Source: an optimization exercise on an open RTL-to-GDS flow (aim: small area, a short achievable clock period and few clock cycles). Production flows keep margins and buffers that such runs may drop.
RTL that was checked went through simulation tests only; none was proved equivalent to the original.
The RTL of runs 5 and 6 was laid out without a check of its function.
No activity file was given, so power comes from the tool's default toggle rates.

[design.v]
package kcpsmx3_inc;
localparam OPERAND_WIDTH    = 8;                     
localparam CODE_WIDTH       = 18;
localparam CODE_DEPTH       = 10;                    
localparam CODE_SIZE        = (1 << CODE_DEPTH);     
localparam PORT_WIDTH       = OPERAND_WIDTH;         
localparam PORT_DEPTH       = OPERAND_WIDTH;         
localparam PORT_SIZE        = (1 << PORT_DEPTH);     
localparam STACK_WIDTH      = CODE_DEPTH;            
localparam STACK_DEPTH      = 5;                     
localparam STACK_SIZE       = (1 << STACK_DEPTH);    
localparam REGISTER_WIDTH   = OPERAND_WIDTH;         
localparam REGISTER_DEPTH   = 4;                     
localparam REGISTER_SIZE    = (1 << REGISTER_DEPTH); 
localparam SCRATCH_WIDTH    = OPERAND_WIDTH;         
localparam SCRATCH_DEPTH    = 6;                     
localparam SCRATCH_SIZE     = (1 << SCRATCH_DEPTH);  
localparam OPERATION_WIDTH  = 5;
localparam RESET_VECTOR     = 0;                     
localparam INTERRUPT_VECTOR = (CODE_SIZE - 1);        
typedef enum logic [1:0] {
    Z           = 2'b00,  
    NZ          = 2'b01,  
    C           = 2'b10,  
    NC          = 2'b11   
} cond_flag_t;
typedef enum logic [1:0] {
    SA          = 2'b00,  
    RL_SRX      = 2'b01,  
    RR_SLX      = 2'b10,  
    SC          = 2'b11  
} shift_op_t;
typedef enum logic [4:0] {
    LOAD        = 5'h00,
    INPUT       = 5'h02,
    FETCH       = 5'h03,
    AND         = 5'h05,
    OR          = 5'h06,
    XOR         = 5'h07,
    TEST        = 5'h09,
    COMPARE     = 5'h0a,
    ADD         = 5'h0c,
    ADDCY       = 5'h0d,
    SUB         = 5'h0e,
    SUBCY       = 5'h0f,
    RS          = 5'h10,
    RETURN      = 5'h15,
    OUTPUT      = 5'h16,
    STORE       = 5'h17,
    CALL        = 5'h18,
    JUMP        = 5'h1a,
    RETURNI     = 5'h1c,
    INTERRUPT   = 5'h1e
} opcode_t;
typedef struct packed {
    logic [11:8] x_addr;                 
    logic [7:4] y_addr;                  
    logic [3:0] padding;                 
} reg_reg_instr_t;
typedef struct packed {
    logic [11:8] x_addr;                 
    logic [7:0] constant;                
} reg_const_instr_t;
typedef struct packed {
    logic [11:8] x_addr;                 
    logic [7:6] padding;                 
    logic [5:0] scratch_addr;            
} scratch_instr_t;
typedef struct packed {
    logic [11:8] x_addr;                 
    logic [7:0] port_addr;               
} port_instr_t;
typedef struct packed {
    logic [11:8] x_addr;                 
    logic [7:4] padding;                 
    logic [3:3] dir;                     
    shift_op_t  op;                      
    logic [0:0] constant;                
} shift_instr_t;
typedef struct packed {
    cond_flag_t flags;                   
    logic [9:0] code_addr;               
} jump_instr_t;
typedef struct packed {
    logic [11:1] padding;
    logic [0:0] en;
} int_instr_t;
typedef struct packed {
    opcode_t    operation;           
    logic       op_cond_sel;         
    union packed {                   
        reg_reg_instr_t reg_reg;
        reg_const_instr_t reg_const;
        scratch_instr_t scratch;
        port_instr_t port;
        shift_instr_t shift;
        jump_instr_t jump;
        int_instr_t interrupt;
    } instr_type;
} instr_t;
endpackage
import kcpsmx3_inc::*;
module kcpsmx(
    output logic [PORT_DEPTH-1:0]   port_id,         
    output logic                    write_strobe,    
    output logic [PORT_WIDTH-1:0]   out_port,        
    output logic                    read_strobe,     
    input        [PORT_WIDTH-1:0]   in_port,         
    input                           interrupt,       
    output logic                    interrupt_ack,   
    input                           reset,           
    input                           clk,             
    output logic [CODE_DEPTH-1:0]   address,         
    input        [CODE_WIDTH-1:0]   instruction      
);
assign interrupt_ack = 1'b0;
logic [9:0]  pc;
logic [17:0] ir;
logic [15:0][7:0] rf;            
logic [63:0][7:0] spr;           
logic [31:0][9:0] stk;           
logic [4:0]  sp;                 
logic [9:0]  tos;                
logic        carry, zero;
logic [7:0]  e_a, e_bx;          
logic [5:0]  e_saddr;            
logic [7:0]  e_sd;               
logic        e_fa, e_fb;         
logic [3:0]  e_dst;
logic        e_regwrite, e_flagwrite;
logic        e_input, e_output, e_store, e_reti, e_push;
logic        e_sub;
logic [1:0]  e_cin;              
logic        e_sel_add, e_sel_and, e_sel_or, e_sel_xor, e_sel_sh, e_sel_b, e_sel_scr;
logic        e_test;
logic        e_sdir;
logic [1:0]  e_sop;
logic        e_sconst;
logic [9:0]  e_pushdata;
logic [7:0]  res;
logic [3:0]  w_dst;
logic        w_regwrite, w_input, w_flagwrite, w_zclr;
assign address = pc;
wire [4:0] op = ir[17:13];
wire d_load    = (op == LOAD);
wire d_input   = (op == INPUT);
wire d_fetch   = (op == FETCH);
wire d_and     = (op == AND);
wire d_or      = (op == OR);
wire d_xor     = (op == XOR);
wire d_test    = (op == TEST);
wire d_cmp     = (op == COMPARE);
wire d_add     = (op == ADD);
wire d_addcy   = (op == ADDCY);
wire d_sub     = (op == SUB);
wire d_subcy   = (op == SUBCY);
wire d_rs      = (op == RS);
wire d_ret     = (op == RETURN);
wire d_output  = (op == OUTPUT);
wire d_store   = (op == STORE);
wire d_call    = (op == CALL);
wire d_jump    = (op == JUMP);
wire d_reti    = (op == RETURNI);
wire d_arith     = d_add | d_addcy | d_sub | d_subcy | d_cmp;
wire d_regwrite  = d_load | d_input | d_fetch | d_and | d_or | d_xor |
                   d_add | d_addcy | d_sub | d_subcy | d_rs;
wire d_flagwrite = d_and | d_or | d_xor | d_test | d_arith | d_rs;
wire d_usex      = d_and | d_or | d_xor | d_test | d_arith | d_rs | d_output | d_store;
wire d_usey      = ir[12] & (d_load | d_input | d_fetch | d_and | d_or | d_xor | d_test |
                             d_arith | d_output | d_store);
wire [7:0] wb_data = w_input ? in_port : res;
wire z_eff = w_flagwrite ? ~|res : (w_zclr ? 1'b0 : zero);
wire cond_ok = ~ir[12] | (ir[11] ? (carry ^ ir[10]) : (z_eff ^ ir[10]));
wire d_jmp  = (d_jump | d_call) & cond_ok;
wire d_retk = (d_ret & cond_ok) | d_reti;
wire d_push = d_call & cond_ok;
wire d_memport = d_input | d_output | d_fetch | d_store;
wire stall = (e_input & ((d_usex & (ir[11:8] == e_dst)) | (d_usey & (ir[7:4] == e_dst)))) |
             (e_regwrite & ((d_memport & ir[12] & (ir[7:4] == e_dst)) |
                            (d_store & (ir[11:8] == e_dst))));
wire [9:0] pc_inc = pc + 10'd1;
wire [3:0] xa = ir[11:8];
wire [3:0] ya = ir[7:4];
wire [7:0] xv = (w_regwrite && w_dst == xa) ? wb_data : rf[xa];
wire [7:0] yv = (w_regwrite && w_dst == ya) ? wb_data : rf[ya];
always_ff @(posedge clk) begin
    if (reset) begin
        pc <= 10'd0;
        ir <= 18'h02000;         
        sp <= 5'd31;
    end else if (!stall) begin
        ir <= instruction;
        if (d_jmp)       pc <= ir[9:0];
        else if (d_retk) pc <= tos;
        else             pc <= pc_inc;
        if (d_push)      sp <= sp + 5'd1;
        else if (d_retk) sp <= sp - 5'd1;
    end
end
always_ff @(posedge clk) begin
    e_a   <= xv;
    e_bx  <= (ir[12] ? yv : ir[7:0]) ^ {8{d_sub | d_subcy | d_cmp}};
    e_saddr <= ir[12] ? yv[5:0] : ir[5:0];
    if (d_store) e_sd <= xv;
    e_dst <= xa;
    e_fa  <= e_regwrite & (e_dst == xa);
    e_fb  <= ir[12] & e_regwrite & (e_dst == ya);
    e_sub <= d_sub | d_subcy | d_cmp;
    e_cin <= d_addcy ? 2'd2 : d_subcy ? 2'd3 : (d_sub | d_cmp) ? 2'd1 : 2'd0;
    e_sel_add <= d_arith;
    e_sel_and <= d_and | d_test;
    e_sel_or  <= d_or;
    e_sel_xor <= d_xor;
    e_sel_sh  <= d_rs;
    e_sel_b   <= d_load;
    e_sel_scr <= d_fetch;
    e_test    <= d_test;
    e_sdir    <= ir[3];
    e_sop     <= ir[2:1];
    e_sconst  <= ir[0];
    e_pushdata <= pc_inc;        
    if (reset || stall) begin
        e_regwrite  <= 1'b0;
        e_flagwrite <= 1'b0;
        e_input     <= 1'b0;
        e_output    <= 1'b0;
        e_store     <= 1'b0;
        e_reti      <= 1'b0;
        e_push      <= 1'b0;
    end else begin
        e_regwrite  <= d_regwrite;
        e_flagwrite <= d_flagwrite;
        e_input     <= d_input;
        e_output    <= d_output;
        e_store     <= d_store;
        e_reti      <= d_reti;
        e_push      <= d_push;
    end
end
wire [7:0] a  = e_fa ? res : e_a;
wire [7:0] bx = e_fb ? (res ^ {8{e_sub}}) : e_bx;
wire [7:0] b  = bx;              
wire       cin = e_cin[1] ? (carry ^ e_cin[0]) : e_cin[0];
wire [9:0] sum2 = {1'b0, a, 1'b1} + {1'b0, bx, cin};
wire [8:0] sum  = sum2[9:1];
wire sbit = (e_sop == 2'b10) ? a[0] :
            (e_sop == 2'b01) ? a[7] :
            (e_sop == 2'b00) ? carry : e_sconst;
wire [7:0] shres = e_sdir ? {sbit, a[7:1]} : {a[6:0], sbit};
wire       shout = e_sdir ? a[0] : a[7];
wire [7:0] andv = a & b;
wire [7:0] scr  = spr[e_saddr];
wire [7:0] result = ({8{e_sel_add}} & sum[7:0]) |
                    ({8{e_sel_and}} & andv)     |
                    ({8{e_sel_or }} & (a | b))  |
                    ({8{e_sel_xor}} & (a ^ b))  |
                    ({8{e_sel_sh }} & shres)    |
                    ({8{e_sel_b  }} & b)        |
                    ({8{e_sel_scr}} & scr);
wire c_new = (e_sel_add & (sum[8] ^ e_sub)) |
             (e_test    & (^andv))           |
             (e_sel_sh  & shout);
always_ff @(posedge clk) begin
    for (int k = 0; k < 64; k++)
        if (e_store && e_saddr == k) spr[k] <= e_sd;
    for (int k = 0; k < 32; k++)
        if (e_push && sp == k) stk[k] <= e_pushdata;
    tos <= e_push ? e_pushdata : stk[sp];
end
always_ff @(posedge clk) begin
    res      <= result;
    w_dst    <= e_dst;
    port_id  <= e_bx;
    out_port <= a;
    if (reset) begin
        carry        <= 1'b0;
        w_regwrite   <= 1'b0;
        w_input      <= 1'b0;
        w_flagwrite  <= 1'b0;
        w_zclr       <= 1'b0;
        read_strobe  <= 1'b0;
        write_strobe <= 1'b0;
    end else begin
        if (e_flagwrite)                carry <= c_new;
        else if (e_reti && !w_flagwrite) carry <= 1'b0;
        w_regwrite   <= e_regwrite;
        w_input      <= e_input;
        w_flagwrite  <= e_flagwrite;
        w_zclr       <= e_reti & ~w_flagwrite;
        read_strobe  <= e_input;
        write_strobe <= e_output;
    end
end
always_ff @(posedge clk) begin
    for (int k = 0; k < 16; k++)
        if (w_regwrite && w_dst == k) rf[k] <= wb_data;
end
always_ff @(posedge clk) begin
    if (reset) zero <= 1'b0;
    else       zero <= z_eff;
end
endmodule
[run.sh]
#!/bin/bash
# synth_recipe.tcl (not shown) runs the flow's synth.tcl, then flattens the netlist and writes it again
# the make line also repeats each setting of config.mk as NAME=value (left out here)
make -C /OpenROAD-flow-scripts/flow DESIGN_CONFIG=/design/flow/config.mk WORK_HOME=/design/flow/orfs CLKGATE_MAP_FILE= SYNTH_SCRIPT=/design/flow/synth_recipe.tcl finish
[config.mk]
export PLATFORM = sky130hd
export DESIGN_NAME = kcpsmx
export DESIGN_NICKNAME = kcpsmx
export VERILOG_FILES = /design/flow/design.v
export SDC_FILE = /design/flow/constraint.sdc
export NUM_CORES = 4
export LEC_CHECK = 0
export ABC_CLOCK_PERIOD_IN_PS = 2200
export CAP_MARGIN = 20
export CORE_MARGIN = 2
export CORE_UTILIZATION = 60
export SETUP_SLACK_MARGIN = 3.5
export SLEW_MARGIN = 20
export TNS_END_PERCENT = 30
[constraint.sdc]
create_clock -name core_clock -period 6.0 [get_ports {clk}]
set_input_delay 1.2000 -clock core_clock [delete_from_list [all_inputs] [get_ports {clk}]]
set_output_delay 1.2000 -clock core_clock [all_outputs]
set_load 0.01 [all_outputs]
==> summary.md, run 1 <==
| Metric | Value |
|---|---|
| # diodes | 0 |
| Avg Synthesized Cell Area | 18.99 um^2 |
| Final Max Slew Viols | 0 |
| Synth Area in XOR/XNOR | 0.01076 |
| First DRT Iteration DRCs | 2,355 |
| Largest family of logic cells by synthesized area | multiplexers |
| WP data required | 6.29 ns |
| Most frequent cell after synthesis | edfxtp_1 |
| EDFF count, synth | 968 |
| Worst R2R Path Depth | 5 |
| Die Y | 277.2 um |
| Distinct cells, synth | 70 |
| Port bufs | 55 |
| #FFs+latches synth | 1,106 |
| Area Overhead vs Synth | 13.78% |
| DRT Wirelength | 102,000 um |
| DR WL/cell | 28.95 um |
| FMAX | 363.6 MHz |
| Rel. slew slack | 0.2524 |
| Layout cells sized above 1 | 0.2916 |
| Cell Area, Synth | 0.04477 mm^2 |
| Mapped Cells | 2,358 |
| Clock tree buffer depth | 3 |
| Compound-Gate Fraction of Synth Area | 0.02538 |
| Post-Syn Nets | 2,412 |
| Post-DP HPWL | 61,590 um |
| GPL Wtd Cong | 0.8768 |
| Tmin final | 2.750 ns |
| Final Setup Violations | 0 |
| Yosys top cell area share | 0.6493 |
| Final hold vios | 0 |
| Antenna Violating Nets Remaining | 0 |
| Mux share of post-synthesis cell area | 0.1856 |
| Via/cell ratio | 6.516 |
| Adder-cell area share of the yosys netlist | 0.007155 |
| Hold WC Path Type | reg -> reg |
| Simple-Gate Fraction of Synth Area | 0.04351 |
| DRT Pass-1 Iters | 5 |
| TritonCTS Buffers | 110 |
| GRT Total Usage | 0.2710 |
| Clock skew | 0.02715 ns |
| Outcome | complete, no violations |
| Ports | 58 |
| Post-synth top area cell | edfxtp_1 |
| Worst-Skew Late Latency | 0.69 ns |
| Crit path capture | spr[129] |
| Post-synth ARST share | 0 |
| Worst-path clk slew | 0.07 ns |
| Antenna violations before repair | 1 |
| Synth Warn # | 1 |
| First-pass GRT wire length | 152,500 um |
| Sum Neg Setup Slack | 0 ns |
| Critical path startpoint category | flip-flop |
| Filler cells | 4,752 |
| Worst-path fanout max | 23 |
| Leading post-synthesis cells by cell area | edfxtp_1 (65%), mux4_2 (17%), dfxtp_1 (6.2%) |
| H-tree depth | 3 |
| Via count | 22.96k |
| Num Clock Sinks | 1,106 |
| Leak | 16.35 nW |
| Period Utilization, post-route | 0.4583 |
| Hold-fix buffers, CTS | 0 |
| Clock root cell | clkbuf_16 |
| Total gr overflow | 0 |
| Most frequent cells after synthesis | edfxtp_1 (968), mux4_2 (328), nor2_1 (180), dfxtp_1 (138), clkbuf_1 (82) |
| PD cells | 322.6 mW/mm^2 |
| FF-to-FF End | spr[129] |
| Sequential area share after synthesis | 0.7110 |
| CP startpoint | e_saddr[0] |
| Initial Util | 0.6034 |
| DRC | 0 |
| CP endpoint kind | flip-flop |
| Place WS | 2.438 ns |
| Measured slew at the worst slew-check pin | 1.115 ns |
| Pin count of the biggest net entering global routing | 65 |
| Full die area | 0.07682 mm^2 |
| Post-synth top flop | edfxtp_1 |
| Max-cap viol count | 0 |
| Peak supply drop | 0.2767 mV |
| Crit path setup slack, layout | 3.250 ns |
| Layout Nets | 2,515 |
| R2R Path Start | e_saddr[0] |
| Row count | 100 |
| Kind of critical path | reg -> reg |
| CTS tree | built |
| Reg2reg setup slack | 3.25 ns |
| Die W | 277.2 um |
| RSZ-0062 raised after global routing | yes |
| Critical Path AT | 3.04 ns |
| CORE AREA | 0.07420 mm^2 |
| Vias in the first global route | 23.00k |
==> flip-flops by register name, summed over array words and instances, names as in the netlist, 6 cells and up <==
| name | count |
|---|---|
| pc | 10 |
| e_saddr | 6 |
| tos | 10 |
| rf | 128 |
| out_port | 8 |
| e_pushdata | 10 |
| e_sd | 8 |
| ir | 18 |
| spr | 512 |
| e_bx | 8 |
| e_a | 8 |
| port_id | 8 |
| res | 8 |
| stk | 320 |
==> how the worst min path moves through the flow <==
| stage | cells after the start | slack (ns) | startpoint | to |
|---|---|---|---|---|
| after detailed placement | 0 | 0.35 | e_bx[7] | port_id[7] |
| final | 0 | 0.36 | e_bx[1] | port_id[1] |
| after floorplan | 0 | 0.33 | ir[8] | e_dst[0] |
| after global placement | 0 | 0.35 | e_bx[6] | port_id[6] |
| after CTS | 0 | 0.36 | e_bx[7] | port_id[7] |
| after global routing | 0 | 0.37 | e_bx[6] | port_id[6] |
==> final cells by class <==
| cell class | count | area, um^2 | share of cell area |
|---|---|---|---|
| clock inverters | 78 | 787.0 | 0.01545 |
| well taps | 969 | 1212 | 0.02380 |
| inverters | 38 | 142.6 | 0.002800 |
| clock buffers | 128 | 2820 | 0.05536 |
| flip-flops and latches | 1106 | 31900 | 0.6263 |
| repair buffers | 131 | 1408 | 0.02763 |
| multi-input cells | 1074 | 12670 | 0.2487 |
==> worst max-delay path, stage by stage, from the launching register on <==
cell       delay [ns]
dfxtp_4          0.40
buf_4            0.16
bufbuf_16        0.31
nor2_1           0.31
nand2_1          0.37
nor2_1           0.80
==> layer usage <==
metal  up-vias  global-route usage  share of wire  routed length, um
li1       9771                   -              -                  -
met3       185             0.04564          0.071               7194
met5         -                   0              0                  0
met2       952              0.4091           0.47              47670
met4         0             0.06800          0.023               2317
met1     12050              0.4203           0.44              44840
==> power by group <==
| part | total, W | internal [W] | switching, W |
|---|---|---|---|
| registers | 0.00854 | 0.00840 | 0.000140 |
| logic | 0.00107 | 0.000496 | 0.000570 |
| clock network | 0.00683 | 0.00393 | 0.00289 |
| total | 0.0164 | 0.0128 | 0.00360 |
==> what timing repair did <==
action | in CTS | in global routing
pin swaps | 11 | 2
gates cloned | 3 | 0
gates resized for setup | 127 | 58
setup endpoints to repair | 934 | 878
buffers inserted | 31 | 12
==> cells by family (layout without fill, tap and decap cells) <==
logic type                 Yosys count  after routing
and+or+nand+nor                    410            410
AOI/OAI and AO/OA                  165            165
DFF                               1106           1106
xor gates and xnor gates            55             55
muxes                              418            418
adders and majority gates           25             25
other                                1              1
buffers and inverters              178            375
==> metrics by stage <==
step           hold slack (ns)  utilization  std cells  total power (W)  area, um^2
2_1_floorplan           0.3258            -       2358         0.009335       44780
3_3_place_gp            0.3454       0.6229       3271         0.009663       46220
3_5_place_dp            0.3483       0.6233       3271         0.009683       46250
4_1_cts                 0.3593       0.6821       3511          0.01652       50610
5_1_grt                 0.3677       0.6866       3524          0.01690       50940
6_report                0.3593       0.6866       3524          0.01643       50940
==> cell usage in the layout, fill, tap and decap left out, types with 9 or more instances in the layout <==
cell	instances
inv_1	36
bufinv_16	13
ha_1	24
nand3_1	32
edfxtp_1	968
a21oi_1	33
mux2i_1	70
nand2_1	71
mux2_2	17
clkinv_2	19
clkinvlp_4	9
dfxtp_1	103
xnor2_1	38
dlygate4sd2_1	11
mux4_2	328
xor2_1	17
clkbuf_1	18
a22oi_1	21
clkdlybuf4s50_1	35
dfxtp_4	11
nor2_4	17
buf_4	53
nor2b_1	21
nor2_1	104
clkbuf_16	110
nand2b_1	16
clkinv_1	27
nor2_2	59
dfxtp_2	24
o21ai_0	25
nor3_1	21
Testbench counts, summed over its fixed seeds: cycles 296,784.
==> run 2: changes to the inputs <==
--- a/config.mk
+++ b/config.mk
@@ -9,6 +9,7 @@
 export CAP_MARGIN = 20
 export CORE_MARGIN = 2
 export CORE_UTILIZATION = 60
+export CTS_BUF_LIST = sky130_fd_sc_hd__clkbuf_8
 export SETUP_SLACK_MARGIN = 3.5
 export SLEW_MARGIN = 20
 export TNS_END_PERCENT = 30
==> run 2 against run 1 <==
Compared with the run above:
- critical path depth fell by 2
- sequential power barely moved
- highest routed layer unchanged
- clock skew rose by 0.036 ns
- clock power fell by 12%
- worst hold slack improved by 0.00078 ns
- global-route usage rose by 0.42 points
- largest cell class unchanged
- wire length rose by 0.97%
- setup slack improved by 0.10 ns
- clock-buffer cell count rose by 53
- synthesized area did not move
==> summary.md, run 2 <==
| Metric | Value |
|---|---|
| Outcome | complete, no violations |
| Initial Util | 0.6034 |
| Highest metal used | met4 |
| Pin count of the biggest net entering global routing | 65 |
| Antenna violations before repair | 1 |
| DR WL/cell | 28.31 um |
| Total gr overflow | 0 |
| Max reg flops | 512 |
| GRT Total Usage | 0.2752 |
| Yosys top cell area share | 0.6493 |
| CP endpoint kind | flip-flop |
| Sequential area share after synthesis | 0.7110 |
| Largest registers | spr x512, stk x320, rf x128 |
| DRT Pass-1 Iters | 5 |
| Commonest non-fill, non-tap cells in the layout | edfxtp_1 (968), mux4_2 (328), clkbuf_8 (181) |
| Slowest-stage cell, CP | nand3b_1 |
| Leading post-synthesis cells by cell area | edfxtp_1 (65%), mux4_2 (17%), dfxtp_1 (6.2%) |
| Post-synth top area cell | edfxtp_1 |
| H-tree depth | 4 |
| Critical path startpoint category | flip-flop |
| Min-Delay Endpoint | port_id[1] |
| Worst R2R Path Depth | 3 |
| Reg with most FFs | spr |
| Hold-fix buffers, CTS | 0 |
| Rel. slew slack | 0.2130 |
| Die W | 277.2 um |
| GPL Wtd Cong | 0.8768 |
| Num Clock Sinks | 1,106 |
| Ports | 58 |
| Worst Hold Path Cells | 0 |
| Met3 wire length | 8070 um |
| Die Y | 277.2 um |
| Distinct cells, synth | 70 |
| Post-DP HPWL | 61,590 um |
| Post-synth top flop | edfxtp_1 |
| Peak supply drop | 0.2680 mV |
| Vias in the first global route | 23.54k |
| Worst-path fanout max | 24 |
| Reg2reg setup slack | 3.35 ns |
| Finished Core Util | 0.6831 |
| Commonest non-fill, non-tap cell in the layout | edfxtp_1 |
| Via count | 23.29k |
| Crit path setup slack, layout | 3.350 ns |
| Final Max Slew Viols | 0 |
| Sum Neg Setup Slack | 0 ns |
| First-pass GRT wire length | 153,900 um |
| FMAX | 377.3 MHz |
| Critical Path AT | 3.07 ns |
| RSZ-0062 raised after global routing | yes |
| Clock root cell | clkbuf_8 |
| Place WS | 2.438 ns |
| Max-cap viol count | 0 |
| #FFs+latches synth | 1,106 |
| PD cells | 308.0 mW/mm^2 |
| Via/cell ratio | 6.399 |
| Most frequent cell after synthesis | edfxtp_1 |
| Mapped Cells | 2,358 |
| CTS tree | built |
| Worst-path clk slew | 0.06 ns |
| DRC | 0 |
| Layout cells sized above 1 | 0.3125 |
| Port bufs | 55 |
| Clock tree buffer depth | 3 |
| Area Overhead vs Synth | 13.22% |
| Cell Area, Synth | 0.04477 mm^2 |
| Avg Synthesized Cell Area | 18.99 um^2 |
| Critical path, cell by cell | buf_4 -> nand3b_1 -> nor2_2 |
| R2R Path Start | e_saddr[5] |
| DR WL met2 | 48,450 um |
| Post-synth ARST share | 0 |
| Synth Warn # | 1 |
| Period Utilization, post-route | 0.4417 |
| Post-Syn Nets | 2,412 |
| Layout Nets | 2,575 |
| CP max stage delay | 0.87 ns |
| Clock skew | 0.06343 ns |
| DRT Wirelength | 103,000 um |
| M1 WL | 44,450 um |
| Worst-Skew Late Latency | 0.84 ns |
| Final Setup Violations | 0 |
| Antenna Violating Nets Remaining | 0 |
| First DRT Iteration DRCs | 2,385 |
| Tmin final | 2.650 ns |
| Final hold vios | 0 |
| Full die area | 0.07682 mm^2 |
| TritonCTS Buffers | 174 |
| Critical path's top delay family | simple AND/OR/NAND/NOR gates |
| Leak | 16.45 nW |
| Measured slew at the worst slew-check pin | 1.174 ns |
| Worst Path Buf+Inv | 1 |
| Row count | 100 |
| Kind of critical path | reg -> reg |
| Hold WC Path Type | reg -> reg |
| FF-to-FF End | spr[138] |
| Most frequent cells after synthesis | edfxtp_1 (968), mux4_2 (328), nor2_1 (180), dfxtp_1 (138), clkbuf_1 (82) |
| WP data required | 6.42 ns |
| CORE AREA | 0.07420 mm^2 |
| EDFF count, synth | 968 |
| HP Start | e_bx[1] |
-- run 2: report_power, final --
group          switching (W)  total, W  internal (W)
sequential          0.000136   0.00854       0.00840
combinational       0.000575   0.00107      0.000498
clock                0.00298   0.00600       0.00302
total                0.00369    0.0156        0.0119
-- run 2: metrics by stage --
step	hold slack, ns	area [um^2]	power (W)	cells
2_1_floorplan	0.3258	44780	0.009335	2358
3_3_place_gp	0.3454	46220	0.009663	3271
3_5_place_dp	0.3483	46250	0.009683	3271
4_1_cts	0.3561	50450	0.01572	3635
5_1_grt	0.3669	50690	0.01614	3639
6_report	0.3601	50690	0.01561	3639
-- run 2: cell families after synthesis --
| family | synth area share |
|---|---|
| multiplexers | 0.1856 |
| AO/OA/AOI/OAI | 0.02538 |
| buffers and inverters | 0.01652 |
| adder cells (fa/ha/maj) | 0.007155 |
| XOR/XNOR | 0.01076 |
| other | 0.00008376 |
| flip-flops | 0.7110 |
| AND/OR/NAND/NOR | 0.04352 |
-- run 2: worst register-to-register path: stages (launching register included) --
cell      delay (ns)
dfxtp_1         0.31
buf_4           0.24
nand3b_1        0.88
nor2_2          0.84
-- run 2: routing by layer --
metal  up-vias  GRT usage
li1       9935          -
met1     12190     0.4212
met2      1019     0.4093
met3       144    0.05307
met4         0    0.08417
met5         -          0
-- run 2: layout make-up --
type | instances | area [um^2]
fillers | 4826 | 23510
well taps | 969 | 1212
repair buffers | 127 | 1396
clock inverters | 143 | 814.5
clock buffers | 181 | 2491
diodes | 1 | 2.502
inverters | 38 | 142.6
flip-flops and latches | 1106 | 31920
multi-input cells | 1074 | 12710
-- run 2: worst max-delay path by stage --
| stage | start | end | slack (ns) | cells after the start |
|---|---|---|---|---|
| 2_1_floorplan | e_sub | carry | 3.51 | 11 |
| 3_3_place_gp | sp[0] | tos[8] | 2.52 | 5 |
| 3_5_place_dp | ir[15] | pc[5] | 2.44 | 7 |
| 4_1_cts | e_saddr[5] | spr[359] | 3.29 | 3 |
| 5_1_grt | ir[14] | e_reti | 3.24 | 7 |
| 6_report | e_saddr[5] | spr[138] | 3.35 | 3 |
-- run 2: timing repair --
action | 4_1_cts | 5_1_grt
setup buffers | 36 | 3
setup endpoints to repair | 943 | 896
gates cloned | 4 | 0
gates resized for setup | 192 | 59
pin swaps | 9 | 1
==> run 3: changes to the inputs <==
--- a/config.mk
+++ b/config.mk
@@ -8,7 +8,7 @@
 export ABC_CLOCK_PERIOD_IN_PS = 2200
 export CAP_MARGIN = 20
 export CORE_MARGIN = 2
-export CORE_UTILIZATION = 60
+export CORE_UTILIZATION = 75
 export CTS_BUF_LIST = sky130_fd_sc_hd__clkbuf_8
 export SETUP_SLACK_MARGIN = 3.5
 export SLEW_MARGIN = 20
==> run 3 against run 2 <==
Compared with the run above:
- critical endpoint is now spr[114]
- largest cell class unchanged
- cell count shrank 6.4%
- wire length grew 5.4%
- register-to-register slack is essentially flat
- utilization grew 17 points
==> summary.md, run 3 <==
| Metric | Value |
|---|---|
| Post-synth ARST share | 0 |
| DR WL met2 | 51,910 um |
| Worst-path fanout max | 68 |
| Period Utilization, post-route | 0.4413 |
| #FFs+latches synth | 1,106 |
| Pin count of the biggest net entering global routing | 69 |
| Hold WC Path Type | reg -> reg |
| Hold-fix buffers, CTS | 0 |
| Worst-Skew Late Latency | 0.83 ns |
| FMAX | 377.7 MHz |
| Cell Area, Synth | 0.04477 mm^2 |
| DRT Wirelength | 108,500 um |
| Mapped Cells | 2,358 |
| CP startpoint | e_saddr[1] |
| Final hold vios | 0 |
| CORE AREA | 0.05902 mm^2 |
| Num Clock Sinks | 1,106 |
| Die W | 248.3 um |
| First-pass GRT wire length | 159,000 um |
| PD cells | 306.1 mW/mm^2 |
| Area Overhead vs Synth | 11.89% |
| Max reg flops | 512 |
| Met3 wire length | 13,520 um |
| GRT Total Usage | 0.3649 |
| Rel. slew slack | 0.2108 |
| Layout Nets | 2,558 |
| R2R Path Start | e_saddr[1] |
| DR WL/cell | 31.86 um |
| M1 WL | 39,530 um |
| Vias in the first global route | 24.36k |
| Post-route insts no fill | 3,406 |
| Most frequent cells after synthesis | edfxtp_1 (968), mux4_2 (328), nor2_1 (180), dfxtp_1 (138), clkbuf_1 (82) |
| Post-synth top area cell | edfxtp_1 |
| Commonest non-fill, non-tap cell in the layout | edfxtp_1 |
| Ports | 58 |
| Leak | 16.31 nW |
| Max-cap viol count | 0 |
| FF-to-FF End | spr[114] |
| Layout cells sized above 1 | 0.3040 |
| Tmin final | 2.648 ns |
| Highest metal used | met5 |
| Worst-path clk slew | 0.06 ns |
| Clock root cell | clkbuf_8 |
| Yosys top cell area share | 0.6493 |
| Via count | 24.46k |
| Antenna Violating Nets Remaining | 0 |
| Synth Warn # | 1 |
| Worst R2R Path Depth | 4 |
| Port bufs | 55 |
| Reg2reg setup slack | 3.35 ns |
| Final Setup Violations | 0 |
| Measured slew at the worst slew-check pin | 1.180 ns |
| Critical path startpoint category | flip-flop |
| Antenna violations before repair | 4 |
| Outcome | complete, no violations |
| Post-synth top flop | edfxtp_1 |
| Kind of critical path | reg -> reg |
| Via/cell ratio | 7.181 |
| H-tree depth | 4 |
| Largest registers | spr x512, stk x320, rf x128 |
| EDFF count, synth | 968 |
| Commonest non-fill, non-tap cells in the layout | edfxtp_1 (968), mux4_2 (328), clkbuf_8 (175) |
| Full die area | 0.06166 mm^2 |
| CTS tree | built |
| Design Power | 0.01533 W |
| Post-Syn Nets | 2,412 |
| Clock skew | 0.05298 ns |
| WP data required | 6.44 ns |
| Inst Count DP | 3,077 |
| DRC | 0 |
| Distinct cells, synth | 70 |
| Row count | 89 |
| Total gr overflow | 0 |
| Sum Neg Setup Slack | 0 ns |
| RSZ-0062 raised after global routing | yes |
| Post-DP HPWL | 62,540 um |
| Crit path capture | spr[114] |
| Initial Util | 0.7586 |
| Final Max Slew Viols | 0 |
| Leading post-synthesis cells by cell area | edfxtp_1 (65%), mux4_2 (17%), dfxtp_1 (6.2%) |
| Avg Synthesized Cell Area | 18.99 um^2 |
| GPL Wtd Cong | 0.9175 |
| Reg with most FFs | spr |
| CP endpoint kind | flip-flop |
| Most frequent cell after synthesis | edfxtp_1 |
| Critical Path AT | 3.08 ns |
| DRT Pass-1 Iters | 5 |
| Filler cells | 2,464 |
| Sequential area share after synthesis | 0.7110 |
| TritonCTS Buffers | 163 |
| First DRT Iteration DRCs | 3,600 |
| Clock tree buffer depth | 3 |
| Peak supply drop | 0.2867 mV |
| Die Y | 248.3 um |
[run 3: power by group]
part	internal, W	switching (W)	leakage (nW)
Combinational	0.000491	0.000577	4.58
Clock	0.00284	0.00288	1.78
Sequential	0.00840	0.000136	9.95
Total	0.0117	0.00360	16.3
[run 3: area by class of cell]
| cell class | instances | area, um^2 | area share |
|---|---|---|---|
| timing repair buffer | 121 | 1333 | 0.02660 |
| clock inverter | 118 | 626.9 | 0.01251 |
| sequential | 1106 | 31930 | 0.6374 |
| inverter | 38 | 146.4 | 0.002923 |
| multi-input combinational | 1074 | 12680 | 0.2531 |
| clock buffer | 175 | 2409 | 0.04808 |
| tap | 773 | 967.2 | 0.01931 |
| antenna | 1 | 2.502 | 0.00004996 |
[run 3: worst min-delay path by stage]
| stage | from | depth (start not counted) | slack [ns] | to |
|---|---|---|---|---|
| floorplan | ir[8] | 0 | 0.33 | e_dst[0] |
| global route | e_bx[7] | 0 | 0.37 | port_id[7] |
| global placement | e_bx[5] | 0 | 0.35 | port_id[5] |
| finish | e_bx[4] | 0 | 0.36 | port_id[4] |
| detailed placement | e_bx[6] | 0 | 0.34 | port_id[6] |
| CTS | e_bx[7] | 0 | 0.36 | port_id[7] |
[run 3: cell families (layout without fill, tap and decap cells)]
| family | after synthesis | count (layout) | synth area share |
|---|---|---|---|
| muxes | 418 | 418 | 0.1856 |
| buffers and inverters | 178 | 452 | 0.01652 |
| and+or+nand+nor | 410 | 410 | 0.04352 |
| DFF | 1106 | 1106 | 0.7110 |
| xor gates and xnor gates | 55 | 55 | 0.01076 |
| AOI/OAI and AO/OA | 165 | 165 | 0.02538 |
| adders and majority gates | 25 | 25 | 0.007155 |
| other | 1 | 2 | 0.00008376 |
[run 3: what timing repair did]
action                                  4_1_cts  5_1_grt
buffers inserted                             28        4
endpoints found under the setup margin      908      869
hold endpoints to repair                      0        0
pin swaps                                     9        2
gates resized for setup                     201       76
gates cloned                                  3        0
[run 3: worst max-delay path, stage by stage, from the launching register on]
cell     delay [ns]
dfxtp_4        0.41
buf_16         0.32
nor2b_1        0.39
nand2_1        0.36
nor2_1         0.68
[run 3: metrics by stage]
step	util	setup slack [ns]	hold WS (ns)	instance area, um^2
finish	0.8487	3.352	0.3609	50090
global route	0.8487	3.239	0.3684	50090
CTS	0.8435	3.268	0.3588	49780
detailed placement	0.7792	2.696	0.3447	45990
global placement	0.7792	2.656	0.3461	45990
floorplan	-	3.514	0.3258	44780
[run 3: layer usage]
metal  GRT usage  vias to the layer above
met4      0.1264                        6
met1      0.5294                    12390
li1            -                     9870
met5           0                        -
met3     0.09298                      297
met2      0.5565                     1893
==> run 4: changes to the inputs <==
==> flow/run.sh (new file) <==
#!/bin/bash
cp standard.sh out/standard.sh.copy 2>/dev/null
cp synth_recipe.tcl out/synth_recipe.tcl.copy 2>/dev/null
bash standard.sh > standard.log 2>&1
==> standard.sh (new file) <==
#!/bin/bash
# synth_recipe.tcl (not shown) runs the flow's synth.tcl, then flattens the netlist and writes it again
# the make line also repeats each setting of config.mk as NAME=value (left out here)
make -C /OpenROAD-flow-scripts/flow DESIGN_CONFIG=/design/flow/config.mk WORK_HOME=/design/flow/orfs CLKGATE_MAP_FILE= SYNTH_SCRIPT=/design/flow/synth_recipe.tcl "${@:-finish}"
--- a/config.mk
+++ b/config.mk
@@ -8,7 +8,7 @@
 export ABC_CLOCK_PERIOD_IN_PS = 2200
 export CAP_MARGIN = 20
 export CORE_MARGIN = 2
-export CORE_UTILIZATION = 75
+export CORE_UTILIZATION = 60
 export CTS_BUF_LIST = sky130_fd_sc_hd__clkbuf_8
 export SETUP_SLACK_MARGIN = 3.5
 export SLEW_MARGIN = 20
removed: run.sh
==> run 4 against run 3 <==
Compared with the run above:
- cell area increased by 1.2%
- critical path depth decreased by 1
- worst hold slack got worse by 0.00080 ns
- first-iteration DRC count decreased by 34%
- global-route usage decreased by 9.0 points
- register-to-register slack about the same
- clock power increased by 4.7%
- setup slack got worse by 0.0023 ns
- critical path type unchanged
- critical endpoint is now spr[138]
==> summary.md, run 4 <==
| Metric | Value |
|---|---|
| Outcome | complete, no violations |
| Post-synth top area cell | edfxtp_1 |
| Max-cap viol count | 0 |
| DRT Wirelength | 103,000 um |
| Avg Synthesized Cell Area | 18.99 um^2 |
| Hold WC Path Type | reg -> reg |
| Num Clock Sinks | 1,106 |
| Synth Warn # | 1 |
| Clock skew | 0.06343 ns |
| Sequential area share after synthesis | 0.7110 |
| Clock root cell | clkbuf_8 |
| Via/cell ratio | 6.399 |
| Post-synth ARST share | 0 |
| Critical Path AT | 3.07 ns |
| Antenna violations before repair | 1 |
| Sum Neg Setup Slack | 0 ns |
| Commonest non-fill, non-tap cells in the layout | edfxtp_1 (968), mux4_2 (328), clkbuf_8 (181) |
| DR WL/cell | 28.31 um |
| CP endpoint kind | flip-flop |
| Cell Area, Synth | 0.04477 mm^2 |
| Area Overhead vs Synth | 13.22% |
| First DRT Iteration DRCs | 2,385 |
| Row count | 100 |
| Sw frac | 0.2362 |
| Commonest non-fill, non-tap cell in the layout | edfxtp_1 |
| Most frequent cell after synthesis | edfxtp_1 |
| Distinct cells, synth | 70 |
| Final hold slack | 0.3601 ns |
| Crit path setup slack, layout | 3.350 ns |
| Full die area | 0.07682 mm^2 |
| Layout cells sized above 1 | 0.3125 |
| Place WS | 2.438 ns |
| Clock power share | 0.384 |
| GRT Total Usage | 0.2752 |
| Pin count of the biggest net entering global routing | 65 |
| Final hold vios | 0 |
| H-tree depth | 4 |
| Via count | 23.29k |
| Yosys top cell area share | 0.6493 |
| Worst-Skew Late Latency | 0.84 ns |
| Post-DP HPWL | 61,590 um |
| PD cells | 308.0 mW/mm^2 |
| P_sw | 0.003687 W |
| Clock tree buffer depth | 3 |
| Vias in the first global route | 23.54k |
| DRC | 0 |
| Sequential share of power | 0.547 |
| #FFs+latches synth | 1,106 |
| CTS tree | built |
| GPL Wtd Cong | 0.8768 |
| WP data required | 6.42 ns |
| FMAX | 377.3 MHz |
| Leak | 16.45 nW |
| Reg with most FFs | spr |
| Rel. slew slack | 0.2130 |
| Largest registers | spr x512, stk x320, rf x128 |
| Most frequent cells after synthesis | edfxtp_1 (968), mux4_2 (328), nor2_1 (180), dfxtp_1 (138), clkbuf_1 (82) |
| Mapped Cells | 2,358 |
| Tmin final | 2.650 ns |
| Die W | 277.2 um |
| Worst-path clk slew | 0.06 ns |
| Design Power | 0.01561 W |
| Filler cells | 4,826 |
| Critical path startpoint category | flip-flop |
| Final Setup Violations | 0 |
| Post-Syn Nets | 2,412 |
| Internal | 0.01193 W |
| EDFF count, synth | 968 |
| DRT Pass-1 Iters | 5 |
| Port bufs | 55 |
| Final Max Slew Viols | 0 |
| Kind of critical path | reg -> reg |
| Combinational share of power | 0.069 |
| Layout Nets | 2,575 |
| Initial Util | 0.6034 |
| Post-synth top flop | edfxtp_1 |
| Period Utilization, post-route | 0.4417 |
| TritonCTS Buffers | 174 |
| Measured slew at the worst slew-check pin | 1.174 ns |
| Max reg flops | 512 |
| Ports | 58 |
| First-pass GRT wire length | 153,900 um |
| Hold-fix buffers, CTS | 0 |
| RSZ-0062 raised after global routing | yes |
| Worst-path fanout max | 24 |
| CORE AREA | 0.07420 mm^2 |
| Total gr overflow | 0 |
| Antenna Violating Nets Remaining | 0 |
| Die Y | 277.2 um |
| Leading post-synthesis cells by cell area | edfxtp_1 (65%), mux4_2 (17%), dfxtp_1 (6.2%) |
| Peak supply drop | 0.2680 mV |
==> run 4: cell count changes in the layout (fill, tap and decap cells not counted), moves of 5 or more <==
cell / delta
clkbuf_8: +6
inv_1: -11
clkinv_1: +20
nor2_4: -5
nor2_1: -9
dfxtp_2: -5
buf_4: +7
clkinv_2: +15
nor2_2: +14
dfxtp_1: +6
==> run 4: metrics by stage <==
step	utilization	std cells	area, um^2
5_1_grt	0.6831	3639	50690
3_5_place_dp	0.6233	3271	46250
6_report	0.6831	3639	50690
4_1_cts	0.6799	3635	50450
2_1_floorplan	-	2358	44780
3_3_place_gp	0.6229	3271	46220
==> run 4: layer usage <==
layer	global-route usage	vias up	wire length, um
met1	0.4212	12190	44450
met5	0	-	0
met4	0.08417	0	2048
li1	-	9935	-
met2	0.4093	1019	48450
met3	0.05307	144	8070
==> run 4: worst paths after layout <==
kind               from         end  slack [ns]  cells past startpoint
max          e_saddr[5]    spr[138]        3.35                      3
min reg2reg     e_bx[1]  port_id[1]        0.36                      0
min             e_bx[1]  port_id[1]        0.36                      0
max reg2reg  e_saddr[5]    spr[138]        3.35                      3
==> run 4: what timing repair did <==
item / CTS / global route
cloned: 4 / 0
endpoints found under the setup margin: 943 / 896
pin swaps: 9 / 1
buffers inserted: 36 / 3
gates resized for setup: 192 / 59
==> run 4: kinds of logic after synthesis <==
logic type / count (synthesis) / synth area share
multiplexers: 418 / 0.1856
buffers and inverters: 178 / 0.01652
AO/OA/AOI/OAI: 165 / 0.02538
flip-flops: 1106 / 0.7110
AND/OR/NAND/NOR: 410 / 0.04352
other: 1 / 0.00008376
XOR/XNOR: 55 / 0.01076
adder cells (fa/ha/maj): 25 / 0.007155
==> run 4: layout make-up <==
cell class	count	area (um^2)	area share
timing repair buffer	127	1396	0.02755
clock inverter	143	814.5	0.01607
inverter	38	142.6	0.002814
antenna	1	2.502	0.00004937
tap	969	1212	0.02392
clock buffer	181	2491	0.04915
sequential	1106	31920	0.6297
multi-input combinational	1074	12710	0.2507
==> run 4: power by group through the flow <==
stage / registers [W] / clock network, W / logic, W
3_5_place_dp: 0.00873 / 0 / 0.000956
3_3_place_gp: 0.00872 / 0 / 0.000945
6_report: 0.00854 / 0.00600 / 0.00107
4_1_cts: 0.00854 / 0.00612 / 0.00107
2_1_floorplan: 0.00863 / 0 / 0.000708
5_1_grt: 0.00855 / 0.00645 / 0.00115
==> run 4: critical path, stage by stage, from the launching register on <==
cell and delay [ns]:
dfxtp_1 0.31, buf_4 0.24, nand3b_1 0.87, nor2_2 0.84
==> run 5: changes to the inputs <==
--- a/design.v
+++ b/design.v
@@ -116,6 +116,8 @@
 assign interrupt_ack = 1'b0;
 logic [9:0]  pc;
 logic [17:0] ir;
+logic        stall;              
+logic        byx, byy;           
 logic [15:0][7:0] rf;            
 logic [63:0][7:0] spr;           
 logic [31:0][9:0] stk;           
@@ -125,10 +127,11 @@
 logic [7:0]  e_a, e_bx;          
 logic [5:0]  e_saddr;            
 logic [7:0]  e_sd;               
+logic [7:0]  e_whi, e_wlo;       
 logic        e_fa, e_fb;         
 logic [3:0]  e_dst;
 logic        e_regwrite, e_flagwrite;
-logic        e_input, e_output, e_store, e_reti, e_push;
+logic        e_input, e_output, e_reti, e_push;
 logic        e_sub;
 logic [1:0]  e_cin;              
 logic        e_sel_add, e_sel_and, e_sel_or, e_sel_xor, e_sel_sh, e_sel_b, e_sel_scr;
@@ -139,7 +142,20 @@
 logic [9:0]  e_pushdata;
 logic [7:0]  res;
 logic [3:0]  w_dst;
-logic        w_regwrite, w_input, w_flagwrite, w_zclr;
+logic        w_regwrite, w_input, w_flagwrite;
+function automatic logic [4:0] uses(input logic [17:0] i);
+    logic [4:0] o;
+    logic alu, mem;
+    o   = i[17:13];
+    alu = (o == AND) | (o == OR) | (o == XOR) | (o == TEST) | (o == COMPARE) |
+          (o == ADD) | (o == ADDCY) | (o == SUB) | (o == SUBCY);
+    mem = (o == INPUT) | (o == OUTPUT) | (o == FETCH) | (o == STORE);
+    uses = {alu | (o == RS) | (o == OUTPUT) | (o == STORE),
+            i[12] & (alu | mem | (o == LOAD)),
+            i[12] & mem,
+            (o == STORE),
+            1'b0};
+endfunction
 assign address = pc;
 wire [4:0] op = ir[17:13];
 wire d_load    = (op == LOAD);
@@ -165,43 +181,52 @@
 wire d_regwrite  = d_load | d_input | d_fetch | d_and | d_or | d_xor |
                    d_add | d_addcy | d_sub | d_subcy | d_rs;
 wire d_flagwrite = d_and | d_or | d_xor | d_test | d_arith | d_rs;
-wire d_usex      = d_and | d_or | d_xor | d_test | d_arith | d_rs | d_output | d_store;
-wire d_usey      = ir[12] & (d_load | d_input | d_fetch | d_and | d_or | d_xor | d_test |
-                             d_arith | d_output | d_store);
-wire [7:0] wb_data = w_input ? in_port : res;
-wire z_eff = w_flagwrite ? ~|res : (w_zclr ? 1'b0 : zero);
-wire cond_ok = ~ir[12] | (ir[11] ? (carry ^ ir[10]) : (z_eff ^ ir[10]));
+wire cond_ok = ~ir[12] | (ir[11] ? (carry ^ ir[10]) : (zero ^ ir[10]));
 wire d_jmp  = (d_jump | d_call) & cond_ok;
 wire d_retk = (d_ret & cond_ok) | d_reti;
 wire d_push = d_call & cond_ok;
-wire d_memport = d_input | d_output | d_fetch | d_store;
-wire stall = (e_input & ((d_usex & (ir[11:8] == e_dst)) | (d_usey & (ir[7:4] == e_dst)))) |
-             (e_regwrite & ((d_memport & ir[12] & (ir[7:4] == e_dst)) |
-                            (d_store & (ir[11:8] == e_dst))));
 wire [9:0] pc_inc = pc + 10'd1;
+wire [7:0] wb_data = w_input ? in_port : res;
 wire [3:0] xa = ir[11:8];
 wire [3:0] ya = ir[7:4];
-wire [7:0] xv = (w_regwrite && w_dst == xa) ? wb_data : rf[xa];
-wire [7:0] yv = (w_regwrite && w_dst == ya) ? wb_data : rf[ya];
+wire [7:0] xv = byx ? wb_data : rf[xa];
+wire [7:0] yv = byy ? wb_data : rf[ya];
+wire [5:0] d_saddr = ir[12] ? yv[5:0] : ir[5:0];
+wire [17:0] nxt = stall ? ir : instruction;
+wire [4:0]  nxt_use = uses(instruction);
+wire stall_nxt = ~stall & (
+    (d_input & ((nxt_use[4] & (instruction[11:8] == xa)) |
+                (nxt_use[3] & (instruction[7:4]  == xa)))) |
+    (d_regwrite & ((nxt_use[2] & (instruction[7:4]  == xa)) |
+                   (nxt_use[1] & (instruction[11:8] == xa)))));
 always_ff @(posedge clk) begin
     if (reset) begin
-        pc <= 10'd0;
-        ir <= 18'h02000;         
-        sp <= 5'd31;
-    end else if (!stall) begin
-        ir <= instruction;
-        if (d_jmp)       pc <= ir[9:0];
-        else if (d_retk) pc <= tos;
-        else             pc <= pc_inc;
-        if (d_push)      sp <= sp + 5'd1;
-        else if (d_retk) sp <= sp - 5'd1;
+        pc    <= 10'd0;
+        ir    <= 18'h02000;      
+        sp    <= 5'd31;
+        stall <= 1'b0;
+        byx   <= 1'b0;
+        byy   <= 1'b0;
+    end else begin
+        stall <= stall_nxt;
+        byx   <= e_regwrite & (e_dst == nxt[11:8]);
+        byy   <= e_regwrite & (e_dst == nxt[7:4]);
+        if (!stall) begin
+            ir <= instruction;
+            if (d_jmp)       pc <= ir[9:0];
+            else if (d_retk) pc <= tos;
+            else             pc <= pc_inc;
+            if (d_push)      sp <= sp + 5'd1;
+            else if (d_retk) sp <= sp - 5'd1;
+        end
     end
 end
 always_ff @(posedge clk) begin
     e_a   <= xv;
     e_bx  <= (ir[12] ? yv : ir[7:0]) ^ {8{d_sub | d_subcy | d_cmp}};
-    e_saddr <= ir[12] ? yv[5:0] : ir[5:0];
+    e_saddr <= d_saddr;
     if (d_store) e_sd <= xv;
+    for (int k = 0; k < 8; k++) e_wlo[k] <= (d_saddr[2:0] == k);
     e_dst <= xa;
     e_fa  <= e_regwrite & (e_dst == xa);
     e_fb  <= ir[12] & e_regwrite & (e_dst == ya);
@@ -224,17 +249,17 @@
         e_flagwrite <= 1'b0;
         e_input     <= 1'b0;
         e_output    <= 1'b0;
-        e_store     <= 1'b0;
         e_reti      <= 1'b0;
         e_push      <= 1'b0;
+        e_whi       <= 8'd0;
     end else begin
         e_regwrite  <= d_regwrite;
         e_flagwrite <= d_flagwrite;
         e_input     <= d_input;
         e_output    <= d_output;
-        e_store     <= d_store;
         e_reti      <= d_reti;
         e_push      <= d_push;
+        for (int k = 0; k < 8; k++) e_whi[k] <= d_store & (d_saddr[5:3] == k);
     end
 end
 wire [7:0] a  = e_fa ? res : e_a;
@@ -249,20 +274,29 @@
 wire [7:0] shres = e_sdir ? {sbit, a[7:1]} : {a[6:0], sbit};
 wire       shout = e_sdir ? a[0] : a[7];
 wire [7:0] andv = a & b;
+wire [7:0] orv  = a | b;
+wire [7:0] xorv = a ^ b;
 wire [7:0] scr  = spr[e_saddr];
 wire [7:0] result = ({8{e_sel_add}} & sum[7:0]) |
                     ({8{e_sel_and}} & andv)     |
-                    ({8{e_sel_or }} & (a | b))  |
-                    ({8{e_sel_xor}} & (a ^ b))  |
+                    ({8{e_sel_or }} & orv)      |
+                    ({8{e_sel_xor}} & xorv)     |
                     ({8{e_sel_sh }} & shres)    |
                     ({8{e_sel_b  }} & b)        |
                     ({8{e_sel_scr}} & scr);
 wire c_new = (e_sel_add & (sum[8] ^ e_sub)) |
              (e_test    & (^andv))           |
              (e_sel_sh  & shout);
+wire [7:0] zk    = {orv[6:0], cin};
+wire       z_add = &(xorv ~^ zk);
+wire z_new = (e_sel_add & z_add)       |
+             (e_sel_and & ~|andv)      |
+             (e_sel_or  & ~|orv)       |
+             (e_sel_xor & ~|xorv)      |
+             (e_sel_sh  & ~|shres);
 always_ff @(posedge clk) begin
     for (int k = 0; k < 64; k++)
-        if (e_store && e_saddr == k) spr[k] <= e_sd;
+        if (e_whi[k / 8] && e_wlo[k % 8]) spr[k] <= e_sd;
     for (int k = 0; k < 32; k++)
         if (e_push && sp == k) stk[k] <= e_pushdata;
     tos <= e_push ? e_pushdata : stk[sp];
@@ -274,19 +308,23 @@
     out_port <= a;
     if (reset) begin
         carry        <= 1'b0;
+        zero         <= 1'b0;
         w_regwrite   <= 1'b0;
         w_input      <= 1'b0;
         w_flagwrite  <= 1'b0;
-        w_zclr       <= 1'b0;
         read_strobe  <= 1'b0;
         write_strobe <= 1'b0;
     end else begin
-        if (e_flagwrite)                carry <= c_new;
-        else if (e_reti && !w_flagwrite) carry <= 1'b0;
+        if (e_flagwrite) begin
+            carry <= c_new;
+            zero  <= z_new;
+        end else if (e_reti && !w_flagwrite) begin
+            carry <= 1'b0;
+            zero  <= 1'b0;
+        end
         w_regwrite   <= e_regwrite;
         w_input      <= e_input;
         w_flagwrite  <= e_flagwrite;
-        w_zclr       <= e_reti & ~w_flagwrite;
         read_strobe  <= e_input;
         write_strobe <= e_output;
     end
@@ -295,8 +333,4 @@
     for (int k = 0; k < 16; k++)
         if (w_regwrite && w_dst == k) rf[k] <= wb_data;
 end
-always_ff @(posedge clk) begin
-    if (reset) zero <= 1'b0;
-    else       zero <= z_eff;
-end
 endmodule
==> run.sh (new file) <==
#!/bin/bash
# synth_recipe.tcl (not shown) runs the flow's synth.tcl, then flattens the netlist and writes it again
# the make line also repeats each setting of config.mk as NAME=value (left out here)
make -C /OpenROAD-flow-scripts/flow DESIGN_CONFIG=/design/flow/config.mk WORK_HOME=/design/flow/orfs CLKGATE_MAP_FILE= SYNTH_SCRIPT=/design/flow/synth_recipe.tcl finish
removed: flow/run.sh
removed: standard.sh
==> run 5 against run 4 <==
Compared with the run above:
- clock skew down 0.0055 ns
- highest routed layer is now met5
- combinational power grew 21%
- wire length is 7.0% higher
- largest power group unchanged
- total power increased by 1.9%
- clock-buffer cell count rose by 6
- critical path depth is 2 lower
- still clean
- fmax rose by 0.55%
==> summary.md, run 5 <==
| Metric | Value |
|---|---|
| Post-Syn Nets | 2,501 |
| Final hold slack | 0.3254 ns |
| CORE AREA | 0.07557 mm^2 |
| Rel. slew slack | 0.2184 |
| Dpl cell area | 0.04702 mm^2 |
| Critical path's top delay family | flip-flops |
| Hold WC Path Type | reg -> reg |
| GPL Wtd Cong | 0.8718 |
| Total gr overflow | 0 |
| Period Utilization, post-route | 0.4393 |
| Post-DP HPWL | 66,410 um |
| Outcome | complete, no violations |
| Hold-fix buffers, CTS | 0 |
| Cell Area, Synth | 0.04557 mm^2 |
| Measured slew at the worst slew-check pin | 1.166 ns |
| Via count | 23.95k |
| Die W | 279.6 um |
| Slowest-stage cell, CP | dfxtp_2 |
| Port bufs | 55 |
| Layout cells sized above 1 | 0.2939 |
| Max-cap viol count | 0 |
| Full die area | 0.07818 mm^2 |
| DRT Wirelength | 110,200 um |
| Most frequent cells after synthesis | edfxtp_1 (968), mux4_2 (315), dfxtp_1 (155), nor2_1 (131), nand2_1 (81) |
| Synth Warn # | 1 |
| DRC | 0 |
| Via/cell ratio | 6.350 |
| Post-synth top area cell | edfxtp_1 |
| Sequential area share after synthesis | 0.7059 |
| #FFs+latches synth | 1,123 |
| PD cells | 307.5 mW/mm^2 |
| Pin count of the biggest net entering global routing | 65 |
| Tmin final | 2.636 ns |
| Filler cells | 4,981 |
| Largest registers | spr x512, stk x320, rf x128 |
| H-tree depth | 4 |
| Critical path, cell by cell | clkdlybuf4s15_2 |
| FMAX | 379.4 MHz |
| TritonCTS Buffers | 176 |
| Mapped Cells | 2,442 |
| Worst Path Buf+Inv | 1 |
| Die Y | 279.6 um |
| Final hold vios | 0 |
| EDFF count, synth | 968 |
| Most frequent cell after synthesis | edfxtp_1 |
| GRT Total Usage | 0.2876 |
| Finished Core Util | 0.6847 |
| Final Setup Violations | 0 |
| Design Power | 0.01591 W |
| Final Max Slew Viols | 0 |
| CP endpoint kind | output pin |
| Ports | 58 |
| Post-route design area | 0.05174 mm^2 |
| Layout Nets | 2,705 |
| Initial Util | 0.6031 |
| RSZ-0062 raised after global routing | yes |
| Row count | 101 |
| Peak supply drop | 0.1879 mV |
| First-pass GRT wire length | 161,300 um |
| Yosys top cell area share | 0.6378 |
| DR WL/cell | 29.21 um |
| Post-synth ARST share | 0 |
| Critical Path AT | 1.44 ns |
| Sum Neg Setup Slack | 0 ns |
| Max reg flops | 512 |
| Clock skew | 0.05796 ns |
| CTS tree | built |
| Worst-path clk slew | 0.07 ns |
| Clock root cell | clkbuf_8 |
| CP max stage delay | 0.39 ns |
| Reg with most FFs | spr |
| Worst-Skew Late Latency | 0.83 ns |
| WP data required | 4.80 ns |
| Commonest non-fill, non-tap cell in the layout | edfxtp_1 |
| Area Overhead vs Synth | 13.54% |
| Distinct cells, synth | 68 |
| Antenna Violating Nets Remaining | 0 |
| Avg Synthesized Cell Area | 18.66 um^2 |
| DRT Pass-1 Iters | 7 |
| Post-synth top flop | edfxtp_1 |
| Leading post-synthesis cells by cell area | edfxtp_1 (64%), mux4_2 (16%), dfxtp_1 (6.8%) |
| Vias in the first global route | 24.64k |
| Critical path startpoint category | flip-flop |
| Worst-path fanout max | 1 |
| Clock tree buffer depth | 3 |
| Antenna violations before repair | 2 |
| Commonest non-fill, non-tap cells in the layout | edfxtp_1 (968), mux4_2 (315), clkbuf_8 (187) |
| First DRT Iteration DRCs | 2,293 |
| Kind of critical path | reg -> out |
| Leak | 17.12 nW |
| Num Clock Sinks | 1,123 |
run 5: cell types whose count changed after synthesis, sizes merged, moves of 15 or more:
| cell | before | now |
|---|---|---|
| dfxtp | 138 | 155 |
| nor2 | 180 | 131 |
| buf | 58 | 77 |
| clkbuf | 82 | 60 |
| inv | 37 | 52 |
| xor2 | 17 | 33 |
| and2 | 8 | 68 |
run 5: path summary, 6_finish.rpt:
| path | depth (start not counted) | startpoint | slack [ns] | endpoint |
|---|---|---|---|---|
| max reg2reg | 5 | sp[1] | 3.44 | stk[254] |
| max | 1 | write_strobe | 3.36 | write_strobe |
| min | 0 | e_bx[5] | 0.33 | port_id[5] |
| min reg2reg | 0 | e_bx[5] | 0.33 | port_id[5] |
run 5: area by class of cell:
cell class / count / area (um^2) / area share
Sequential cell: 1123 / 32260 / 0.6235
Multi-Input combinational cell: 1130 / 13020 / 0.2516
Clock buffer: 187 / 2574 / 0.04974
Timing Repair Buffer: 163 / 1770 / 0.03422
Tap cell: 978 / 1224 / 0.02365
Clock inverter: 138 / 695.7 / 0.01344
Inverter: 52 / 195.2 / 0.003772
Antenna cell: 1 / 2.502 / 0.00004836
run 5: layer usage:
layer / up-vias / global-route usage / wire length, um
met2: 1009 / 0.4745 / 55810
met1: 12450 / 0.3898 / 43200
met4: 2 / 0.1043 / 3612
met3: 227 / 0.05221 / 7553
met5: - / 0 / 13
li1: 10260 / - / -
run 5: cells by family after synthesis:
group / synth area share
flip-flops: 0.7059
AND/OR/NAND/NOR: 0.04667
multiplexers: 0.1782
buffers and inverters: 0.01960
AO/OA/AOI/OAI: 0.02773
XOR/XNOR: 0.01326
adder cells (fa/ha/maj): 0.008566
other: 0.00008228
run 5: what timing repair did:
item                                    CTS  global route
resized for setup                       166            70
gates cloned                              2             1
endpoints found under the setup margin  418           355
buffers inserted                         44            22
pin swaps                                 4             6
run 5: metrics by stage:
step,instances,worst slack [ns]
after floorplan,2442,3.530
after global placement,3375,2.343
after detailed placement,3375,2.311
after CTS,3746,3.310
after global routing,3772,3.308
final,3772,3.364
run 5: report_power, final:
group | switching [W] | internal [W]
clock network | 0.00297 | 0.00295
logic | 0.000697 | 0.000590
registers | 0.000167 | 0.00853
total | 0.00384 | 0.0121
==> run 6: changes to the inputs <==
--- a/config.mk
+++ b/config.mk
@@ -8,7 +8,7 @@
 export ABC_CLOCK_PERIOD_IN_PS = 2200
 export CAP_MARGIN = 20
 export CORE_MARGIN = 2
-export CORE_UTILIZATION = 60
+export CORE_UTILIZATION = 75
 export CTS_BUF_LIST = sky130_fd_sc_hd__clkbuf_8
 export SETUP_SLACK_MARGIN = 3.5
 export SLEW_MARGIN = 20
==> run 6 against run 5 <==
Compared with the run above:
- still clean
- total power grew 0.25%
- fmax rose by 1.0%
- cell count decreased by 6.2%
- synthesized cell count unchanged
- via count grew 4.7%
- largest power group unchanged
- highest routed layer is now met4
==> summary.md, run 6 <==
| Metric | Value |
|---|---|
| CP endpoint kind | output pin |
| Crit path setup slack, layout | 3.390 ns |
| Pin count of the biggest net entering global routing | 65 |
| Combinational share of power | 0.080 |
| Row count | 90 |
| Commonest non-fill, non-tap cells in the layout | edfxtp_1 (968), mux4_2 (315), clkbuf_8 (184) |
| Max-cap viol count | 0 |
| Worst-Skew Late Latency | 0.82 ns |
| Worst-path fanout max | 1 |
| Filler cells | 2,484 |
| Leak | 16.95 nW |
| Post-synth ARST share | 0 |
| Critical path startpoint category | flip-flop |
| Post-DP HPWL | 65,730 um |
| Most frequent cells after synthesis | edfxtp_1 (968), mux4_2 (315), dfxtp_1 (155), nor2_1 (131), nand2_1 (81) |
| RSZ-0062 raised after global routing | yes |
| Worst-path clk slew | 0.06 ns |
| Max reg flops | 512 |
| CORE AREA | 0.06025 mm^2 |
| Num Clock Sinks | 1,123 |
| Initial Util | 0.7565 |
| Vias in the first global route | 25.21k |
| Final Max Slew Viols | 0 |
| Sw frac | 0.2396 |
| FMAX | 383.2 MHz |
| Die W | 250.5 um |
| Distinct cells, synth | 68 |
| Post-synth top flop | edfxtp_1 |
| Tmin final | 2.610 ns |
| First-pass GRT wire length | 163,500 um |
| DRT Wirelength | 112,500 um |
| Reg with most FFs | spr |
| WP data required | 4.80 ns |
| DRC | 0 |
| CP startpoint | port_id[7] |
| Port bufs | 55 |
| Final Setup Violations | 0 |
| Via/cell ratio | 7.085 |
| Period Utilization, post-route | 0.4349 |
| Critical path's top delay family | flip-flops |
| Clock power share | 0.375 |
| Final hold vios | 0 |
| Cell Area, Synth | 0.04557 mm^2 |
| TritonCTS Buffers | 169 |
| Synth Warn # | 1 |
| Mapped Cells | 2,442 |
| Layout cells sized above 1 | 0.2928 |
| Internal | 0.01213 W |
| GPL Wtd Cong | 0.9022 |
| Avg Synthesized Cell Area | 18.66 um^2 |
| Sequential share of power | 0.545 |
| Final hold slack | 0.3512 ns |
| Design Power | 0.01595 W |
| Dpl cell area | 0.04669 mm^2 |
| Yosys top cell area share | 0.6378 |
| FF/Latch Area | 0.03228 mm^2 |
| H-tree depth | 4 |
| Peak supply drop | 0.3069 mV |
| Largest registers | spr x512, stk x320, rf x128 |
| Critical path, cell by cell | dlygate4sd2_1 |
| Antenna violations before repair | 0 |
| Clock skew | 0.04292 ns |
| Kind of critical path | reg -> out |
| Rel. slew slack | 0.2361 |
| Ports | 58 |
| Critical Path AT | 1.41 ns |
| Area Overhead vs Synth | 12.49% |
| Leading post-synthesis cells by cell area | edfxtp_1 (64%), mux4_2 (16%), dfxtp_1 (6.8%) |
| Place WS | 2.422 ns |
| Post-synth top area cell | edfxtp_1 |
| Commonest non-fill, non-tap cell in the layout | edfxtp_1 |
| HP Start | e_bx[3] |
| Worst Path Buf+Inv | 1 |
| Clock root cell | clkbuf_8 |
| P_sw | 0.003823 W |
| Die Y | 250.5 um |
| Slowest-stage cell, CP | dfxtp_1 |
| Via count | 25.08k |
| Sum Neg Setup Slack | 0 ns |
| DR WL/cell | 31.77 um |
| DRT Pass-1 Iters | 6 |
| First DRT Iteration DRCs | 3,391 |
| Layout Nets | 2,684 |
| Clock tree buffer depth | 3 |
| Measured slew at the worst slew-check pin | 1.144 ns |
| Hold WC Path Type | reg -> reg |
| Antenna Violating Nets Remaining | 0 |
| Full die area | 0.06276 mm^2 |
| Most frequent cell after synthesis | edfxtp_1 |
| EDFF count, synth | 968 |
| Outcome | complete, no violations |
| Area of the multi-input gates | 0.01291 mm^2 |
| GRT Total Usage | 0.3641 |
| Sequential area share after synthesis | 0.7059 |
| Total gr overflow | 0 |
| Post-route design area | 0.05127 mm^2 |
| Post-Syn Nets | 2,501 |
| #FFs+latches synth | 1,123 |
| CP max stage delay | 0.33 ns |
| CTS tree | built |
| R2R Path Start | e_saddr[1] |
| PD cells | 311.1 mW/mm^2 |
==> run 6: cell counts after synthesis <==
Identical to the previous run, type by type.
==> run 6: per-layer routing <==
| layer | share of wire | track usage | routed length [um] | vias to the layer above |
|---|---|---|---|---|
| met3 | 0.095 | 0.07129 | 10680 | 302 |
| met1 | 0.35 | 0.4903 | 39830 | 12810 |
| met5 | 0 | 0 | 0 | - |
| met4 | 0.046 | 0.1680 | 5222 | 0 |
| li1 | - | - | - | 10180 |
| met2 | 0.50 | 0.5905 | 56750 | 1791 |
==> run 6: metrics by stage <==
| stage | instances | util |
|---|---|---|
| 3_5_place_dp | 3171 | 0.7750 |
| 6_report | 3540 | 0.8510 |
| 2_1_floorplan | 2442 | - |
| 4_1_cts | 3516 | 0.8444 |
| 3_3_place_gp | 3171 | 0.7749 |
| 5_1_grt | 3538 | 0.8509 |
==> run 6: timing repair <==
item,4_1_cts,5_1_grt
pin swaps,6,2
cloned,5,0
resized for setup,157,92
endpoints found under the setup margin,422,349
buffers inserted,38,22
hold buffers,0,0
==> run 6: layout make-up <==
type,instances,share of cell area
inverter,52,0.003807
timing repair buffer,149,0.03341
sequential,1123,0.6296
multi-input combinational,1130,0.2518
clock inverter,118,0.01279
tap,782,0.01908
antenna,2,0.00009762
clock buffer,184,0.04940
==> run 6: power groups by stage <==
stage	clock network (W)	logic (W)	registers, W
after floorplan	0	0.000781	0.00876
after global placement	0	0.00102	0.00888
after detailed placement	0	0.00104	0.00889
after CTS	0.00597	0.00121	0.00869
after global routing	0.00632	0.00134	0.00869
final	0.00598	0.00128	0.00869
==> run 6: cell families (layout without fill, tap and decap cells) <==
| logic type | Yosys count | after routing | synth area share |
|---|---|---|---|
| flip-flops | 1123 | 1123 | 0.7059 |
| AND/OR/NAND/NOR | 431 | 431 | 0.04667 |
| multiplexers | 415 | 415 | 0.1782 |
| buffers and inverters | 189 | 503 | 0.01960 |
| AO/OA/AOI/OAI | 184 | 184 | 0.02773 |
| XOR/XNOR | 69 | 69 | 0.01326 |
| adder cells (fa/ha/maj) | 30 | 30 | 0.008566 |
| other | 1 | 3 | 0.00008228 |
==> run 6: worst paths after layout <==
| check | depth (start not counted) | end | slack, ns |
|---|---|---|---|
| hold / removal | 0 | port_id[3] | 0.35 |
| setup / recovery | 1 | port_id[7] | 3.39 |
| hold reg to reg | 0 | port_id[3] | 0.35 |
| setup reg to reg | 7 | res[4] | 3.42 |

==> port drivers added, routing unchanged <==
How much do the figures lean on ideal ports? The routed layouts below were timed once more, with nothing changed but the port constraints. Step 1: set_driving_cell puts a clkbuf_16 on clk and a buf_2 on each other input, an assumption about the parent block. Step 2 moves the port delays by t, midway between the first and last clock arrival at a register: inputs arrive t later, outputs are due t later. That takes back most of the time a late clock gives input paths. Slacks: ideal / step 1 / step 2; pairs: ideal / step 1.
run | t (ns) | slack for setup (ns) | worst hold slack (ns) | slew at the worst register clock pin (ns)
run 1 | 0.737 | 3.250 / 3.224 / 2.937 | 0.359 / 0.359 / 0.359 | 0.07 / 0.07
run 2 | 0.869 | 3.350 / 3.350 / 2.923 | 0.360 / 0.360 / 0.360 | 0.07 / 0.07
run 3 | 0.859 | 3.352 / 3.352 / 2.884 | 0.361 / 0.361 / 0.361 | 0.08 / 0.08
run 4 | 0.869 | 3.350 / 3.350 / 2.923 | 0.360 / 0.360 / 0.360 | 0.07 / 0.07
run 5 | 0.867 | 3.364 / 3.297 / 2.612 | 0.325 / 0.325 / 0.325 | 0.07 / 0.07
run 6 | 0.865 | 3.390 / 3.328 / 2.668 | 0.351 / 0.351 / 0.351 | 0.07 / 0.07
After both steps setup and hold are still met in every run listed. The setup slack of run 5, which loses most, moves by -0.067 ns with the drivers and by -0.752 ns with both steps.
